Context: an optimization exercise on an open-source flow, tuned for small area, a short achievable clock period and few clock cycles. The choices shown serve that exercise and are no tape-out recipe. In this exercise RTL edits were held to simulation tests only and were not proved equivalent to the original. Power and IR drop assume default switching activity.

[design.v]
module CHIP #(                                                                                  
    parameter BIT_W = 32                                                                        
)(                                                                                              
        input               i_clk,                                                              
        input               i_rst_n,                                                            
        input  [BIT_W-1:0]  i_IMEM_data,                                                        
        output [BIT_W-1:0]  o_IMEM_addr,                                                        
        output              o_IMEM_cen,                                                         
        input               i_DMEM_stall,                                                       
        input  [BIT_W-1:0]  i_DMEM_rdata,       
        output              o_DMEM_cen,                                                         
        output              o_DMEM_wen,                                                         
        output [BIT_W-1:0]  o_DMEM_addr,                                                        
        output [BIT_W-1:0]  o_DMEM_wdata,                                                       
        output              o_finish,                                                           
        input               i_cache_finish,                                                     
        output              o_proc_finish                                                       
);                                                                                              
    parameter S_single_cycle= 2'd0;
    parameter S_write_mem = 2'd1; 
    parameter S_read_mem = 2'd2; 
    parameter S_mul = 2'd3; 
        reg [BIT_W-1:0] PC, next_PC;
        wire mem_cen, mem_wen;
        wire [BIT_W-1:0] mem_addr, mem_wdata, mem_rdata;
        wire mem_stall;
        wire MemRead_select, MemWrite_select;
        wire [1:0] Branch_select;
        wire MemtoReg_select, ALUsrc_select,Regwrite_select;
        wire [3:0] ALU_opcode;
        wire swap_branch_answer;
        wire [31:0] rs1,rs2;
        wire [31:0] immediate;
        wire [31:0] rs2_select;
        wire zero;
        wire [31:0] ALU_result;
        wire [31:0] write_data_back_reg;
        reg PC_control;  
        wire [BIT_W - 1 :0] MULDIV_result;
        wire pc_wait; 
        wire [BIT_W-1:0] single_ALU;
        wire Muldiv_ALU_choose;
        reg imem_cen,imem_cen_nxt;
    assign o_IMEM_addr = PC;
    assign o_IMEM_cen = 1;  
    Reg_file reg0(               
        .i_clk  (i_clk),             
        .i_rst_n(i_rst_n),         
        .wen    (Regwrite_select & ~PC_control),          
        .rs1    (i_IMEM_data[19:15]),                
        .rs2    (i_IMEM_data[24:20]),                 
        .rd     (i_IMEM_data[11:7]),                 
        .wdata  (write_data_back_reg),             
        .rdata1 (rs1),           
        .rdata2 (rs2)
    );
    assign o_DMEM_wdata = rs2;
    Op_control reg1(
        .opcode (i_IMEM_data[6:0]),
        .func7 (i_IMEM_data[31:25]),
        .func3 (i_IMEM_data[14:12]),
        .o_Branch_select(Branch_select),  
        .o_MemRead_select(o_DMEM_cen),    
        .o_MemWrite_select(o_DMEM_wen),   
        .o_MemtoReg_select(MemtoReg_select),  
        .o_ALUsrc_select(ALUsrc_select),  
        .o_Regwrite_select(Regwrite_select), 
        .o_ALU_opcode(ALU_opcode),    
        .o_swap_branch_answer(swap_branch_answer),
        .o_finish(o_proc_finish),
        .o_Muldiv_ALU_choose(Muldiv_ALU_choose)
    );
    assign o_finish = i_cache_finish;
    imm_generator reg2(                
        .instruction (i_IMEM_data[31:0]),
        .o_immediate(immediate[31:0])
    );
    mux reg3(                
        .rs1(rs2),
        .rs2(immediate),
        .judge(ALUsrc_select),
        .o_result(rs2_select)
    );
    ALU alu1(
        .i_PC(PC),
        .i_A (rs1),
        .i_B (rs2_select),
        .swap_branch_answer(swap_branch_answer),
        .i_ALU_opcode(ALU_opcode),
        .o_ALU_result(single_ALU),
        .o_zero(zero)
    );
    MULDIV_unit reg5(
        .i_clk(i_clk),
        .i_A(rs1),
        .i_B(rs2_select),
        .i_ALU_opcode(ALU_opcode),
        .o_MULDIV_result(MULDIV_result),
        .o_pc_wait(pc_wait)
    );
    assign o_DMEM_addr=ALU_result;
    mux choose(
        .rs1(single_ALU),
        .rs2(MULDIV_result),
        .judge(Muldiv_ALU_choose),
        .o_result(ALU_result)
        );
    mux reg6(
        .rs1(ALU_result),
        .rs2(i_DMEM_rdata),
        .judge(MemtoReg_select),
        .o_result(write_data_back_reg)
    );
    always @(*)begin
        imem_cen = 1;
    end
    always @(*) begin
        PC_control = i_DMEM_stall | pc_wait;
        case(Branch_select)
            2'b00:  begin  
                next_PC = PC_control ? PC : (PC + 4);
            end
            2'b01:  begin  
                if(zero) begin 
                    next_PC = PC + immediate;
                end
                else next_PC = PC + 4;
            end
            2'b10: begin  
                next_PC = PC + immediate;
            end
            2'b11: begin  
                next_PC = rs1 + immediate;
            end
        endcase
    end
    always @(posedge i_clk or negedge i_rst_n) begin
        if (!i_rst_n) begin
            PC <= 32'h00010000;  
        end
        else begin
            PC <= next_PC;
        end
    end
endmodule
module mux(rs1,rs2,judge,o_result);
    input[31:0] rs1,rs2;
    input judge;
    output[31:0] o_result;
    reg [31:0] result;
    assign o_result = result;
    always@(*)begin
        case(judge)
            1'b0: result = rs1;
            1'b1: result = rs2;
        endcase
    end
endmodule
module Op_control#(
    parameter BIT_W=32,
    parameter instruction_W = 7,
    parameter R_type = 7'b0110011,
    parameter I_type = 7'b0010011,
    parameter S_type = 7'b0100011,
    parameter B_type = 7'b1100011,
    parameter Load = 7'b0000011,
    parameter U_type = 7'b0010111,
    parameter Jal = 7'b1101111,
    parameter Jalr = 7'b1100111,
    parameter Ecall = 7'b1110011
)(
    input [instruction_W-1:0] opcode,
    input [6:0] func7,
    input [2:0] func3,
    output o_MemRead_select,o_MemWrite_select,o_MemtoReg_select,
    output [1:0] o_Branch_select,  
    output o_ALUsrc_select,o_Regwrite_select,
    output [3:0] o_ALU_opcode,
    output o_swap_branch_answer,
    output o_finish,
    output o_Muldiv_ALU_choose
);
    reg MemRead_select,MemWrite_select,MemtoReg_select,ALUsrc_select,Regwrite_select;
    reg [1:0] Branch_select;
    reg[3:0] ALU_opcode;
    reg swap_branch_answer,finish;
    reg Muldiv_ALU_choose;
    assign o_Branch_select = Branch_select;
    assign o_MemRead_select = MemRead_select;
    assign o_MemWrite_select = MemWrite_select;
    assign o_MemtoReg_select = MemtoReg_select;
    assign o_ALUsrc_select = ALUsrc_select;
    assign o_Regwrite_select = Regwrite_select;
    assign o_swap_branch_answer = swap_branch_answer;
    assign o_finish = finish;
    assign o_ALU_opcode = ALU_opcode;
    assign o_Muldiv_ALU_choose = Muldiv_ALU_choose;
    always @(*)begin
        swap_branch_answer = 0;
        case(opcode)
            R_type:begin                                    
                 Branch_select = 2'b00;                          
                 MemRead_select = 0;                         
                 MemWrite_select = 0;                        
                 MemtoReg_select = 0;                        
                 ALUsrc_select = 0;                          
                 Regwrite_select = 1;
                 finish = 0;                       
                case (func7)
                    7'b0000000:begin
                        Muldiv_ALU_choose =0;
                        case(func3)
                            3'b000:  ALU_opcode = 4'b0000;  
                            3'b111:  ALU_opcode = 4'b0010;  
                            3'b110:  ALU_opcode = 4'b0011;  
                            3'b100:  ALU_opcode = 4'b1000;  
                            default: ALU_opcode = 4'b1111;
                        endcase
                    end
                    7'b0100000:begin
                        Muldiv_ALU_choose =0;
                        case(func3)
                            3'b000:  ALU_opcode = 4'b0001;  
                            default:ALU_opcode = 4'b1111;
                        endcase
                    end
                    7'b0000001:begin
                        Muldiv_ALU_choose =1;
                        case (func3)
                            3'b000:  ALU_opcode = 4'b0110;  
                            3'b100:  ALU_opcode = 4'b0111;   
                            default: ALU_opcode = 4'b1111;
                        endcase
                    end
                    default: begin
                        Muldiv_ALU_choose =0;
                        ALU_opcode = 4'b1111;
                    end
                endcase
            end
            I_type:begin
                Muldiv_ALU_choose =0;
                 Branch_select = 2'b00;
                 MemRead_select = 0;
                 MemWrite_select = 0;
                 MemtoReg_select = 0;
                 ALUsrc_select = 1;
                 Regwrite_select = 1;
                 finish = 0; 
                case(func3)
                    3'b000:  ALU_opcode = 4'b0000;  
                    3'b010:  ALU_opcode = 4'b0100;  
                    3'b101: begin
                        case(func7)
                            7'b0100000:  ALU_opcode = 4'b0101;  
                            default: ALU_opcode = 4'b1111;
                        endcase
                    end
                    3'b001:begin
                        case(func7)
                            7'b0000000:  ALU_opcode = 4'b1001; 
                            default: ALU_opcode = 4'b1111;
                        endcase
                    end
                    default:ALU_opcode = 4'b1111;
                endcase
            end
            S_type: begin
                Muldiv_ALU_choose =0;
                 Branch_select = 2'b00;
                 MemRead_select = 1;
                 MemWrite_select = 1;
                 MemtoReg_select = 0;
                 ALUsrc_select = 1;
                 Regwrite_select = 0;
                 finish = 0; 
                case(func3)
                    3'b010:  ALU_opcode=4'b0000;
                    default:ALU_opcode = 4'b1111;
                endcase
            end
            B_type:begin
                Muldiv_ALU_choose =0;
                 Branch_select = 2'b01;
                 MemRead_select = 0;
                 MemWrite_select = 0;
                 MemtoReg_select = 0;
                 ALUsrc_select = 0;
                 Regwrite_select = 0;
                 finish = 0; 
                case(func3)
                    3'b000: begin
                         ALU_opcode = 4'b0001;  
                         swap_branch_answer = 0;
                    end
                    3'b001:begin
                         ALU_opcode =4'b0001;   
                         swap_branch_answer = 1;
                    end
                    3'b100:begin
                         ALU_opcode =4'b0100;  
                         swap_branch_answer = 0;
                    end
                    3'b101:begin
                         ALU_opcode =4'b0100;  
                         swap_branch_answer = 1;
                    end
                    default:begin
                        ALU_opcode = 4'b1111;
                        swap_branch_answer = 0;  
                    end
                endcase
            end
            Load: begin
                Muldiv_ALU_choose =0;
                 Branch_select = 2'b00;
                 MemRead_select = 1;
                 MemWrite_select = 0;
                 MemtoReg_select = 1;
                 ALUsrc_select = 1;
                 Regwrite_select = 1;
                 finish = 0; 
                case(func3)
                    3'b010:  ALU_opcode =4'b0000;  
                    default:ALU_opcode = 4'b1111;
                endcase
            end
            U_type:begin
                Muldiv_ALU_choose =0;
                 Branch_select = 2'b00;
                 MemRead_select = 0;
                 MemWrite_select = 0;
                 MemtoReg_select = 0;
                 ALUsrc_select = 1;
                 Regwrite_select = 1;
                 ALU_opcode = 4'b1010;
                 finish = 0; 
            end
            Jal:begin
                Muldiv_ALU_choose =0;
                 Branch_select = 2'b10;
                 MemRead_select = 0;
                 MemWrite_select = 0;
                 MemtoReg_select = 0;
                 ALUsrc_select = 1;
                 Regwrite_select = 1;
                 ALU_opcode = 4'b1011;
                 finish = 0; 
            end
            Jalr:begin
                Muldiv_ALU_choose =0;
                 Branch_select = 2'b11;
                 MemRead_select = 0;
                 MemWrite_select = 0;
                 MemtoReg_select = 0;
                 ALUsrc_select = 1;
                 Regwrite_select = 1;
                 ALU_opcode = 4'b1011;
                 finish = 0; 
            end
            Ecall:begin
                Muldiv_ALU_choose =0;
                 Branch_select = 0;
                 MemRead_select = 0;
                 MemWrite_select = 0;
                 MemtoReg_select = 0;
                 ALUsrc_select = 0;
                 Regwrite_select = 0;
                 ALU_opcode = 4'b1101;
                 finish = 1; 
            end
            default:    begin  
                Muldiv_ALU_choose =0;               
                Branch_select = 0;
                MemRead_select = 0;
                MemWrite_select = 0;
                MemtoReg_select = 0;
                ALUsrc_select = 0;
                Regwrite_select = 0;
                ALU_opcode = 4'b1111;
                finish = 0; 
            end
        endcase
    end
endmodule
module ALU #(
    parameter ADD = 4'b0000,
    parameter SUB = 4'b0001,
    parameter AND = 4'b0010,
    parameter OR = 4'b0011,
    parameter Slt = 4'b0100,
    parameter SRA = 4'b0101,
    parameter XOR = 4'b1000,
    parameter SLL = 4'b1001,
    parameter auipc = 4'b1010,
    parameter Jal = 4'b1011,
    parameter Jalr = 4'b1100,
    parameter Ecall = 4'b1101,
    parameter DATA_W = 32
)(
    input [DATA_W - 1:0] i_PC,
    input [3:0] i_ALU_opcode,
    input [DATA_W - 1:0] i_A, i_B,
    input swap_branch_answer,  
    output [DATA_W - 1 : 0]   o_ALU_result,   
    output o_zero    
);
    reg [DATA_W-1:0] ALU_result, operand_a, operand_b;
    reg zero;
    reg [31:0] outcheck;
    assign o_ALU_result = ALU_result;
    assign o_zero = zero;
    always @(*) begin
        operand_a = i_A;
        operand_b = i_B;
    end
    always@(*) begin
        outcheck = 0;
        case(i_ALU_opcode)
            ADD: begin
                zero = 0;
                ALU_result = operand_a + operand_b;
                if (operand_a[DATA_W-1] == operand_b[DATA_W-1]) begin
                    if(ALU_result[DATA_W-1] != operand_a[DATA_W-1])begin
                        if(operand_a[DATA_W-1] == 0) ALU_result = 64'h7FFFFFFF;
                        else ALU_result = 64'h80000000;
                    end
                end
            end
            SUB:    begin
                ALU_result = operand_a - operand_b;
                if (swap_branch_answer == 0)begin
                    zero = (ALU_result ==0);
                end
                else begin
                    zero = ~(ALU_result == 0);
                end
                if (operand_a[DATA_W-1] != operand_b[DATA_W-1]) begin
                    if(ALU_result[DATA_W-1] != operand_a[DATA_W-1])begin
                        if(operand_a[DATA_W-1] == 0) ALU_result = 64'h7FFFFFFF;
                        else ALU_result = 64'h80000000;
                    end
                end
            end
            AND:    begin
                zero = 0;
                ALU_result = (operand_a & operand_b);
            end
            OR:     begin
                zero = 0;
                ALU_result = (operand_a | operand_b);
            end
            Slt:    begin    
               if(operand_a[31]==1 && operand_b[31]==0)begin
                            ALU_result[31:0] = 1;
                        end
                        else if(operand_a[31]==0 && operand_b[31]==1)begin
                            ALU_result[31:0]  = 0;
                        end
                        else begin
                            outcheck[31:0] = operand_a[31:0] -operand_b[31:0];
                            if  (outcheck[31]==1)begin
                              ALU_result[31:0] =1;
                            end
                            else begin
                              ALU_result[31:0] =0;
                            end
                        end
                if (swap_branch_answer == 0)begin
                    zero = (ALU_result==1);
                end
                else begin
                    zero = ~(ALU_result==1);
                end
            end
            SRA:    begin
                zero = 0;
                ALU_result = $signed(operand_a[DATA_W-1:0])>>>$signed(operand_b[DATA_W-1:0]);
            end
            XOR:    begin
                zero = 0;
                ALU_result = (operand_a[DATA_W-1:0] ^ operand_b[DATA_W-1:0]);
            end
            SLL:    begin
                zero = 0;
                ALU_result = $signed(operand_a) << $signed(operand_b);
            end
            auipc:  begin
                zero = 0;
                ALU_result = i_PC + operand_b;
            end
            Jal:    begin
                zero = 0;
                ALU_result = i_PC + 32'd4;
            end
            Jalr:   begin
                zero = 0;
                ALU_result = i_PC + 32'd4;
            end
            Ecall:  begin
                zero = 0;
                ALU_result = 0;
            end
            default:    begin
                zero = 0;
                ALU_result = 0;
            end       
        endcase
    end
endmodule
module Reg_file(i_clk, i_rst_n, wen, rs1, rs2, rd, wdata, rdata1, rdata2);
    parameter BITS = 32;
    parameter word_depth = 32;
    parameter addr_width = 5;  
    input i_clk, i_rst_n, wen;  
    input [BITS-1:0] wdata;
    input [addr_width-1:0] rs1, rs2, rd;
    output [BITS-1:0] rdata1, rdata2;
    reg [BITS-1:0] mem [0:word_depth-1];
    reg [BITS-1:0] mem_nxt [0:word_depth-1];
    integer i;
    assign rdata1 = mem[rs1];
    assign rdata2 = mem[rs2];
    always @(*) begin
        for (i=0; i<word_depth; i=i+1)
            mem_nxt[i] = (wen && (rd == i)) ? wdata : mem[i];
    end
    always @(posedge i_clk or negedge i_rst_n) begin
        if (!i_rst_n) begin
            mem[0] <= 0;
            for (i=1; i<word_depth; i=i+1) begin
                case(i)
                    32'd2: mem[i] <= 32'hbffffff0;
                    32'd3: mem[i] <= 32'h10008000;
                    default: mem[i] <= 32'h0;
                endcase
            end
        end
        else begin
            mem[0] <= 0;
            for (i=1; i<word_depth; i=i+1)
                mem[i] <= mem_nxt[i];
        end       
    end
endmodule
module  imm_generator#(
    parameter BIT_W=32,
    parameter R_type = 7'b0110011,
    parameter I_type = 7'b0010011,
    parameter S_type = 7'b0100011,
    parameter B_type = 7'b1100011,
    parameter Load = 7'b0000011,
    parameter U_type = 7'b0010111,
    parameter Jal = 7'b1101111,
    parameter Jalr = 7'b1100111,
    parameter Ecall = 7'b1110011
)(
    input [31:0] instruction,
    output [31:0] o_immediate
);
    reg[31:0] immediate;
    assign o_immediate = immediate;
    always@(*)begin
    case(instruction[6:0])
        I_type:begin
            case (instruction[14:12])
                3'b001:begin
                    immediate[4:0] = instruction[24:20];
                    immediate[31:5] = (instruction[24]==1)?20'b11111111111111111111:0;
                end 
                3'b101:begin
                    immediate[4:0] = instruction[24:20];
                    immediate[31:5] = (instruction[24]==1)?20'b11111111111111111111:0;
                end
                default:begin
                    immediate[11:0] = instruction[31:20];
                    immediate[31:12] = (instruction[31]==1)? 20'b11111111111111111111 : 0;
                end
        endcase
        end
        S_type:begin
             immediate[4:0] = instruction[11:7];
             immediate[11:5] = instruction[31:25];
             immediate[31:12] = (instruction[31]==1)? 20'b11111111111111111111:0;
        end
        B_type:begin
             immediate[0] = 0; 
             immediate[4:1] = instruction[11:8];
             immediate[11] = instruction[7];
             immediate[10:5] = instruction[30:25];
             immediate[12] = instruction[31];
             immediate[31:13] = (instruction[31]==1)? 19'b1111111111111111111: 0;  
        end
        U_type:begin
             immediate[31:12] = instruction[31:12];
             immediate[11:0] = 12'b0;
        end
        Jal:begin
             immediate[0] = 0;
             immediate[20] = instruction[31];
             immediate[10:1] = instruction[30:21];
             immediate[11] = instruction[20];
             immediate[19:12] = instruction[19:12];
             immediate[31:21] = (instruction[31]==1)? 11'b11111111111:0;
        end
        Jalr:begin
             immediate[11:0] = instruction[31:20];
             immediate[31:12] = (instruction[31]==1)? 20'b11111111111111111111 : 0;
        end
        Load:begin
             immediate[11:0] = instruction[31:20];
             immediate[31:12] = (instruction[31]==1)? 20'b11111111111111111111 : 0;
        end
        Ecall:begin
            immediate[31:0] = 0;
        end
        default: immediate[31:0] = 0;
    endcase
    end
endmodule
module MULDIV_unit#(   
    parameter DATA_W = 32
)
(
     input                       i_clk,    
    input [DATA_W - 1 : 0]      i_A,      
    input [DATA_W - 1 : 0]      i_B,      
    input [         3 : 0]      i_ALU_opcode,   
    output [DATA_W - 1 : 0]   o_MULDIV_result,   
    output o_pc_wait  
);
    reg [5:0] cnt, cnt_nxt;
    reg  [DATA_W-1: 0] operand_a, operand_a_nxt;
    reg  [DATA_W-1: 0] operand_b, operand_b_nxt;
    reg  [2*DATA_W-1: 0] result, result_nxt;
    reg unit_on, pc_wait, temp;
    assign o_MULDIV_result = result_nxt[DATA_W - 1 : 0];
    assign o_pc_wait = pc_wait;
    always @(*) begin
        operand_a_nxt = i_A;
        operand_b_nxt = i_B;
        if ((i_ALU_opcode == 4'b0110) || (i_ALU_opcode == 4'b0111)) begin  
            unit_on = 1;
        end
        else begin
            unit_on = 0;
        end
    end
    always @ (*) begin
        temp = 1'b0;
        case(i_ALU_opcode)
            4'b0110: begin
                if (cnt == 0) begin 
                    if(i_A[0] == 0) result_nxt = {33'b0, i_A[31:1]};
                    else begin
                        result_nxt = {1'b0, i_B[31:0], i_A[31:1]}; 
                    end
                end
                else begin
                    if (result[0] == 1) begin
                        result_nxt = result >> 1;
                        result_nxt[63:31] = operand_b + result[63:32];
                    end
                    else begin
                        result_nxt = result >> 1;
                    end
                end
            end
            4'b0111:begin
                if (cnt == 0) begin
                    if (i_A[31] >= i_B) begin
                        result_nxt = {31'b0, i_A[30:0], 2'b01};
                    end
                    else result_nxt = {30'b0, i_A, 2'b0};
                end
                else if (cnt < 31) begin
                    if (result[63:32] >= operand_b) begin
                        {temp, result_nxt[63:33]} = result[63:32] - operand_b;
                        result_nxt[32:0] = {result[31:0], 1'b1};
                    end
                    else begin
                        result_nxt = {result[62:0], 1'b0};
                    end
                end
                else begin
                    if (result[63:32] >= operand_b) begin
                        result_nxt[63:32] = result[63:32] - operand_b;
                        result_nxt[31:0] = {result[30:0], 1'b1};
                    end
                    else begin
                        result_nxt = {result[63:32], result[30:0], 1'b0};
                    end
                end
            end
            default:    begin
                result_nxt = 0;
            end
        endcase
    end
    always @(*) begin
        if (cnt < 31 && unit_on) begin
            cnt_nxt = cnt + 1;
            pc_wait = 1;
        end
        else begin
            cnt_nxt = 0;
            pc_wait = 0;
        end
    end
    always @(posedge i_clk) begin
        if (!unit_on) begin
            operand_a   <= 0;
            operand_b   <= 0;
            cnt         <= 0;
            result      <= 0;
        end
        else begin
            operand_a   <= operand_a_nxt;
            operand_b   <= operand_b_nxt;
            cnt         <= cnt_nxt;
            result      <= result_nxt;
        end
    end
endmodule
module Cache#(
        parameter BIT_W = 32,
        parameter ADDR_W = 32
    )(
        input i_clk,
        input i_rst_n,
            input i_proc_cen,
            input i_proc_wen,
            input [ADDR_W-1:0] i_proc_addr,
            input [BIT_W-1:0]  i_proc_wdata,
            output [BIT_W-1:0] o_proc_rdata,
            output o_proc_stall,
            input i_proc_finish,
            output o_cache_finish,
            output o_mem_cen,
            output o_mem_wen,
            output [ADDR_W-1:0] o_mem_addr,
            output [BIT_W*4-1:0]  o_mem_wdata,
            input [BIT_W*4-1:0] i_mem_rdata,
            input i_mem_stall,
            output o_cache_available,
            input  [ADDR_W-1: 0] i_offset
    );
    assign o_cache_available = 1;  
    parameter S_IDLE = 3'd0;
    parameter S_FIND = 3'd1;
    parameter S_WB = 3'd2;
    parameter S_ALLO = 3'd3;
    parameter S_FINISH = 3'd4;
    parameter block_number = 16;
    reg [2:0] state, state_nxt;
    reg hit;
    reg mem_cen, mem_wen;
    reg cen, cen_nxt, wen, wen_nxt;
    reg proc_stall;
    reg [4*BIT_W-1:0] data [0:block_number-1], data_nxt[0:block_number-1];
    reg [23:0] tag [0:block_number-1], tag_nxt[0:block_number-1]; 
    reg valid [0:block_number-1], valid_nxt[0:block_number-1];
    reg dirty [0:block_number-1], dirty_nxt[0:block_number-1];
    reg [3:0] index, index_nxt;
    reg [1:0] offset, offset_nxt;
    reg [3:0] counter;
    reg finish;
    reg [ADDR_W-1:0] proc_addr, real_addr;
    assign o_mem_cen = mem_cen;
    assign o_mem_wen = mem_wen;
    assign o_mem_addr = {proc_addr[ADDR_W-1:4], 4'b0000} + i_offset;
    assign o_mem_wdata = data[index]; 
    assign o_proc_stall = proc_stall;
    assign o_proc_rdata = data[index][ADDR_W*offset +: ADDR_W];
    assign o_cache_finish = finish;
    integer i;
    always @(*) begin
        real_addr = i_proc_addr - i_offset;
        if (state == S_FINISH) begin
            index = counter;
            offset = 0;
            proc_addr = {tag[index], index, offset, 2'b00};
        end
        else if (state == S_WB) begin
            index = real_addr[7:4];
            offset = 0;
            proc_addr = {tag[index], index, offset, 2'b00};
        end
        else begin 
            proc_addr = real_addr;
            index = proc_addr[7:4];
            offset = proc_addr[3:2];
        end
        hit = (tag[index] == proc_addr[31:8]) && (valid[index]==1) ;
    end
    always @(*) begin
        case(state)
            S_IDLE: begin
                finish = 0;
                if (i_proc_finish) begin
                    state_nxt = S_FINISH;
                end
                else begin
                    if (i_proc_cen) begin
                        state_nxt = S_FIND;
                    end
                    else begin
                        state_nxt = S_IDLE;
                    end
                end
            end
            S_FIND: begin
                finish = 0;
                if(hit) state_nxt = S_IDLE;
                else begin
                    if (dirty[index]) begin
                        state_nxt = S_WB;
                    end
                    else state_nxt = S_ALLO;
                end 
            end
            S_WB:   begin
                finish = 0;
                if(!i_mem_stall) begin
                    state_nxt = S_ALLO;
                end
                else state_nxt = S_WB;
            end
            S_ALLO: begin
                finish = 0;
                if(!i_mem_stall) begin
                    state_nxt = S_FIND;
                end
                else state_nxt = S_ALLO;
            end
            S_FINISH:   begin
                if (counter == (block_number-1) && !i_mem_stall) begin  
                    state_nxt = S_IDLE;
                    finish = 1;
                end
                else begin
                    state_nxt = S_FINISH;
                    finish = 0;
                end
            end
            default: begin
                state_nxt = state;
                finish = 0;
            end
        endcase
    end
    always @(*) begin
        for (i = 0; (i < block_number) ; i = i + 1) begin
            dirty_nxt[i] = 0;
            tag_nxt[i] = 0;
            valid_nxt[i] = 0;
            data_nxt[i] = 0;
        end
        case(state)
            S_IDLE: begin
                dirty_nxt[index] = dirty[index];
                mem_cen = 0;
                mem_wen = 0;
                proc_stall = i_proc_cen;
                cen_nxt = i_proc_cen;
                wen_nxt = i_proc_wen;
                tag_nxt[index] = tag[index];
                valid_nxt[index] = valid[index];
                data_nxt[index] = data[index];
            end
            S_FIND: begin
                mem_cen = 0;
                mem_wen = 0;
                cen_nxt = cen;
                wen_nxt = wen;
                tag_nxt[index] = tag[index];
                valid_nxt[index] = valid[index];
                if (hit) begin
                    if (!wen) begin
                        data_nxt[index] = data[index];
                        dirty_nxt[index] = dirty[index];
                    end
                    else begin
                        dirty_nxt[index] = 1;
                        data_nxt[index] = data[index];
                        data_nxt[index][ADDR_W*offset +: ADDR_W] = i_proc_wdata;
                    end
                    proc_stall = 0;
                end
                else begin
                    proc_stall = 1;
                    data_nxt[index] = data[index];
                    if(wen) begin
                        dirty_nxt[index] = 1;
                    end
                    else begin
                        dirty_nxt[index] = dirty[index];
                    end
                end
            end
            S_WB:   begin
                data_nxt[index] = data[index];
                dirty_nxt[index] = dirty[index];
                mem_cen = 1;
                mem_wen = 1;
                proc_stall = 1;
                cen_nxt = cen;
                wen_nxt = wen;
                tag_nxt[index] = tag[index];
                valid_nxt[index] = valid[index];
            end
            S_ALLO: begin
                data_nxt[index] = i_mem_rdata;
                dirty_nxt[index] = 0;
                mem_cen = 1;
                mem_wen = 0;
                proc_stall = 1;
                cen_nxt = cen;
                wen_nxt = wen;
                tag_nxt[index] = proc_addr[31:8];
                valid_nxt[index] = 1;
            end
            S_FINISH:   begin
                data_nxt[index] = data[index];
                cen_nxt = cen;
                wen_nxt = wen;
                tag_nxt[index] = tag[index];
                valid_nxt[index] = valid[index];
                if (dirty[index]) begin
                    dirty_nxt[index] = 0;
                    mem_cen = 1;
                    mem_wen = 1;
                end
                else begin
                    dirty_nxt[index] = 0;
                    mem_cen = 0;
                    mem_wen = 0;    
                end
                proc_stall = 1;
            end
            default:    begin
                data_nxt[index] = 0;
                dirty_nxt[index] = dirty[index];
                mem_cen = 0;
                mem_wen = 0;
                proc_stall = 0;
                cen_nxt = 0;
                wen_nxt = 0;
                tag_nxt[index] = tag[index];
                valid_nxt[index] = valid[index];
            end
        endcase
    end
    always @(posedge i_clk) begin
        if (state == S_FINISH) begin
            if (!i_mem_stall) begin
                counter <= counter + 1;
            end
            else begin
                counter <= counter;
            end
        end
        else counter <= 0;
    end
    always @(posedge i_clk or negedge i_rst_n) begin
        if (!i_rst_n) begin
            state <= S_IDLE;
            for (i = 0; i < block_number; i = i+1)begin
                data[i] <= 0;
                valid[i] <= 0;
                tag[i] <= 0;
                dirty[i] <= 0;
            end
            cen <= 0;
            wen <= 0; 
        end
        else begin
            state <= state_nxt;
            if (cen ) begin
                data[index] <= data_nxt[index];
                valid[index] <= valid_nxt[index];
                tag[index] <= tag_nxt[index];
                dirty[index] <= dirty_nxt[index];
            end
            cen <= cen_nxt;
            wen <= wen_nxt;
        end
    end
endmodule
module soc_top (
    input          i_clk,
    input          i_rst_n,
    input  [31:0]  i_IMEM_data,
    output [31:0]  o_IMEM_addr,
    output         o_IMEM_cen,
    output         o_mem_cen,
    output         o_mem_wen,
    output [31:0]  o_mem_addr,
    output [127:0] o_mem_wdata,
    input  [127:0] i_mem_rdata,
    input          i_mem_stall,
    input  [31:0]  i_offset,
    output         o_finish
);
    wire        cache_wen, cache_cen, cache_stall;
    wire [31:0] cache_addr, cache_wdata, cache_rdata;
    wire        cache_finish, proc_finish;
    wire        cache_available;
    CHIP chip0 (
        .i_clk          (i_clk),
        .i_rst_n        (i_rst_n),
        .i_IMEM_data    (i_IMEM_data),
        .o_IMEM_addr    (o_IMEM_addr),
        .o_IMEM_cen     (o_IMEM_cen),
        .i_DMEM_stall   (cache_stall),
        .i_DMEM_rdata   (cache_rdata),
        .o_DMEM_cen     (cache_cen),
        .o_DMEM_wen     (cache_wen),
        .o_DMEM_addr    (cache_addr),
        .o_DMEM_wdata   (cache_wdata),
        .o_finish       (o_finish),
        .i_cache_finish (cache_finish),
        .o_proc_finish  (proc_finish)
    );
    Cache cache0 (
        .i_clk             (i_clk),
        .i_rst_n           (i_rst_n),
        .i_proc_cen        (cache_cen),
        .i_proc_wen        (cache_wen),
        .i_proc_addr       (cache_addr),
        .i_proc_wdata      (cache_wdata),
        .o_proc_rdata      (cache_rdata),
        .o_proc_stall      (cache_stall),
        .i_proc_finish     (proc_finish),
        .o_cache_finish    (cache_finish),
        .o_mem_cen         (o_mem_cen),
        .o_mem_wen         (o_mem_wen),
        .o_mem_addr        (o_mem_addr),
        .o_mem_wdata       (o_mem_wdata),
        .i_mem_rdata       (i_mem_rdata),
        .i_mem_stall       (i_mem_stall),
        .o_cache_available (cache_available),
        .i_offset          (i_offset)
    );
endmodule
[run.sh]
#!/bin/bash
# synth_recipe.tcl (not shown) runs the flow's synth.tcl, then flattens the netlist and writes it again
# the make line also repeats each setting of config.mk as NAME=value (left out here)
make -C /OpenROAD-flow-scripts/flow DESIGN_CONFIG=/design/flow/config.mk WORK_HOME=/design/flow/orfs CLKGATE_MAP_FILE= SYNTH_SCRIPT=/design/flow/synth_recipe.tcl finish
[constraint.sdc]
create_clock -name core_clock -period 25.0 [get_ports {i_clk}]
set_input_delay 5.0000 -clock core_clock [delete_from_list [all_inputs] [get_ports {i_clk}]]
set_output_delay 5.0000 -clock core_clock [all_outputs]
set_load 0.01 [all_outputs]
[config.mk]
export PLATFORM = sky130hd
export DESIGN_NAME = soc_top
export DESIGN_NICKNAME = soc_top
export VERILOG_FILES = /design/flow/design.v
export SDC_FILE = /design/flow/constraint.sdc
export NUM_CORES = 8
export LEC_CHECK = 0
export CAP_MARGIN = 20
export CORE_MARGIN = 2
export CORE_UTILIZATION = 30
export SLEW_MARGIN = 20
==> summary.txt <==
[registers in the layout (all words and copies together), names as in the netlist, 3 cells and up]
signal                cells
cache0.data            2048
chip0.reg0.mem          992
cache0.tag              384
chip0.reg5.result        64
chip0.PC                 32
chip0.reg5.operand_b     32
cache0.dirty             16
cache0.valid             16
chip0.reg5.cnt            6
cache0.counter            4
cache0.state              3
[worst register-to-register path, delay by kind of cell, from the launching register on]
kind            cells  cell delay (ns)
flops               1             0.51
fa+ha+maj           3             1.19
simple gates       15             3.08
buf+inv            23             5.78
mux                 1             0.32
compound gates     27             5.84
xor+xnor            2             0.80
[worst max path at each step]
stage / endpoint / slack [ns] / depth (start not counted)
5_1_grt: o_mem_addr[31] / -0.03 / 77
6_report: o_mem_wdata[108] / 0.33 / 63
2_1_floorplan: o_mem_addr[31] / 0.004 / 85
4_1_cts: o_mem_addr[31] / 0.005 / 77
3_5_place_dp: o_mem_addr[29] / -1.97 / 79
3_3_place_gp: o_mem_addr[29] / -1.97 / 77
[cells by family (layout without fill, tap and decap cells)]
| group | Yosys count | in the layout |
|---|---|---|
| buffers and inverters | 2391 | 4044 |
| muxes | 2221 | 2221 |
| xor gates and xnor gates | 285 | 285 |
| other | 1 | 97 |
| AOI/OAI and AO/OA | 6811 | 6811 |
| and+or+nand+nor | 6005 | 6005 |
| DFF | 3599 | 3599 |
| adders and majority gates | 340 | 340 |
[power breakdown]
group | internal, W | total, W | switching, W
combinational | 0.000959 | 0.00308 | 0.00212
clock | 0.00373 | 0.00653 | 0.00280
sequential | 0.00604 | 0.00627 | 0.000227
[cells in the mapped netlist (all sizes together) (53+ instances only)]
| cell | number |
|---|---|
| a22o | 181 |
| dfrtp | 3463 |
| xor2 | 83 |
| nand2 | 2590 |
| ha | 331 |
| a22oi | 1234 |
| a21o | 134 |
| a2111oi | 116 |
| mux2i | 232 |
| nand4 | 239 |
| nor2 | 1583 |
| nor3 | 202 |
| clkbuf | 1657 |
| or3 | 53 |
| a221oi | 262 |
| and3 | 334 |
| o22ai | 67 |
| xnor2 | 202 |
| o21a | 56 |
| o21bai | 70 |
| and2 | 58 |
| nor2b | 56 |
| mux2 | 1985 |
| o21ai | 1578 |
| nand2b | 84 |
| nor4 | 64 |
| a21oi | 1449 |
| a31oi | 355 |
| inv | 330 |
| nand3 | 557 |
| buf | 404 |
| a211oi | 139 |
| dfxtp | 106 |
| o211ai | 474 |
| a32oi | 65 |
| a222oi | 148 |
[per-stage QoR]
step | instances | util [%] | setup TNS, ns | area (um^2) | power (W)
final | 32340 | 37.2 | 0 | 250000 | 0.0159
after global routing | 32266 | 37.2 | -0.0412 | 250000 | 0.0162
after CTS | 32219 | 37.1 | 0 | 249000 | 0.0157
after detailed placement | 31455 | 34.9 | -111.81 | 234000 | 0.00928
after global placement | 31455 | 34.9 | -79.88 | 234000 | 0.00926
after floorplan | 21653 | - | 0 | 202000 | 0.00746
[cell type report]
class | count | area [um^2] | area share (%)
sequential | 3599 | 89600 | 35.9
clock buffer | 587 | 11900 | 4.76
inverter | 330 | 1250 | 0.502
timing repair buffer | 2961 | 27400 | 11.0
tap | 8938 | 11200 | 4.48
multi-input combinational | 15663 | 106000 | 42.3
clock inverter | 166 | 2460 | 0.986
antenna | 96 | 240 | 0.0962
[per-layer routing]
metal | wire (um) | global-route usage [%] | share of wire [%] | vias to the layer above
li1 | - | - | - | 82306
met2 | 506000 | 49.9 | 41 | 13950
met3 | 137000 | 9.62 | 11 | 3626
met4 | 106000 | 24.2 | 8.6 | 66
met5 | 584 | 0 | 0.047 | -
met1 | 483000 | 45.2 | 39 | 102376
[timing repair]
action / in CTS / in global routing
endpoints found under the setup margin: 146 / 125
gates resized for setup: 86 / 72
buffers inserted: 12 / 24
pin swaps: 32 / 61
hold buffers: 0 / 0
==> impl_metrics.json <==
{
  "io_pins": 391,
  "cp-end-kind": "output pin",
  "max_freq_mhz": 40.5,
  "synth-edff-count": 0,
  "slowest_stage": "buf_4",
  "skew_ns": 0.129,
  "grt_pass1_wl_mm": 1660,
  "worstReg2RegEnd": "cache0.data[14][90]$_DFFE_PN0P_",
  "cp_max_fo": 33,
  "holdWs_ns": 0.461,
  "die_w_um": 825,
  "crit_required_ns": 20.00,
  "min_path_type": "register to register",
  "cts_buffer_depth": 4,
  "rr_worst_depth": 71,
  "power_density_nw_per_um2": 63.6,
  "hold_depth": 1,
  "hpwl_mm": 881,
  "synthAdderAreaFrac_pct": 2.14,
  "setup_violations": 0,
  "grt_max_degree": 190,
  "rows": 301,
  "place_ws_ns": -1.97,
  "yosys-top-cells-area": "dfrtp_1 43%, mux2_2 11%, nand2_1 4.8%",
  "port_buffers": 389,
  "synthMuxAreaShare_pct": 12.3,
  "wl_per_cell_um": 38.1,
  "synth_xor_area_share_pct": 1.23,
  "maxSlewViolCount": 0,
  "grt_pass1_vias": 189393,
  "max-cap-violations": 0,
  "synth_compound_area_share_pct": 22.3,
  "synth_top_family_by_area": "compound AO/OA/AOI/OAI gates",
  "syn_nets": 22188,
  "cpMostUsedCell": "buf_4",
  "max_stage_delay_ns": 0.72,
  "ys_ff_latch": 3599,
  "hold_viol_final": 0,
  "irDropWorstVdd_uv": 69.2,
  "synthDominantCellAreaShare_pct": 42.9,
  "setup_slack_ns": 0.331,
  "fin_nets": 23495,
  "fin_crit_ns": 24.67,
  "cts_made_buffers": 405,
  "drive_gt1_share_pct": 24.9,
  "initial_utilization_pct": 30.1,
  "cp.arrival_ns": 19.67,
  "finalCritPeriodShare_pct": 98.7,
  "die_area_um2": 680000,
  "route.detailed.drc": 0,
  "wirelength_mm": 1230,
  "antenna_left": 0,
  "regToRegStartpoint": "chip0.reg0.mem[13][4]$_DFFE_PN0P_",
  "synth.distinct_cells": 106,
  "yosysSeqAreaShare_pct": 44.3,
  "cts_htree_levels": 5,
  "reg2reg_slack_ns": 7.40,
  "startpoint": "i_IMEM_data[21]",
  "antenna_found_initial": 139,
  "leakagePower_nw": 114,
  "worst-path-buf-inv": 20,
  "core_region_area_um2": 671000,
  "relSlewSlack_pct": 3.99,
  "final_common_cell": "dfrtp_1",
  "num-fill-cells": 66936,
  "ys.flop_type": "dfrtp_1",
  "drt-pass1-iter-count": 9,
  "syn_avg_cell_area_um2": 9.34,
  "die_y_um": 825,
  "insertion_delay_ns": 1.13,
  "yosys.area.top_type": "dfrtp_1",
  "synthCells": 21653,
  "cts-root-buf": "clkbuf_16",
  "clk_pin_slew_ns": 0.05,
  "final_cell_mix": "3,461 x dfrtp_1, 2,561 x nand2_1, 2,238 x buf_4, 1,947 x mux2_2, 1,526 x o21ai_0",
  "grt_util_all_layers_pct": 34.8,
  "tightest_slew_ns": 1.43,
  "worstHoldEndpoint": "chip0.reg5.cnt[0]$_SDFF_PN0_",
  "min_from": "chip0.reg5.cnt[0]$_SDFF_PN0_",
  "worst-setup-path-type": "input pin to output pin",
  "start_kind": "input pin",
  "cts_tree": "built",
  "synth_area_um2": 202000,
  "gp_congestion": 1.03,
  "synthArstFlopShare_pct": 97.1,
  "drt-vias-per-instance": 6.26,
  "clock-sinks": 3599,
  "vias": 202324,
  "crit_family": "buffers and inverters",
  "drt-initial-drc-count": 31195,
  "syn2layout_area_growth_pct": 23.5,
  "grt_overflow": 0,
  "ys_warn_count": 18,
  "yosys.area_share.simple_pct": 13.2,
  "status": "finished clean"
}
Testbench counts, summed over its fixed seeds: cycles 72,726.

## port drivers added, routing unchanged
In the flow no input, the clock included, has a driving cell. The finished layout below was timed again as built, in two steps. Step 1 sets driving cells, clkbuf_16 on the clock port and buf_2 on the other inputs (assumed; they add their load-dependent delay and slew). Step 2, shift: input delay + t, output delay - t, t = (earliest + latest rising clock arrival at the registers) / 2. This alone moves slack from input paths to output paths. Slacks: ideal / step 1 / step 2; pairs: ideal / step 1.
t, ns: 1.214
setup WS [ns]: 0.331 / 0.298 / 0.298
clock arrival spread, ns: 0.132 / 0.132
After both steps setup and hold are still met in this run. The setup slack of this run moves by -0.033 ns with the drivers and by -0.033 ns with both steps.
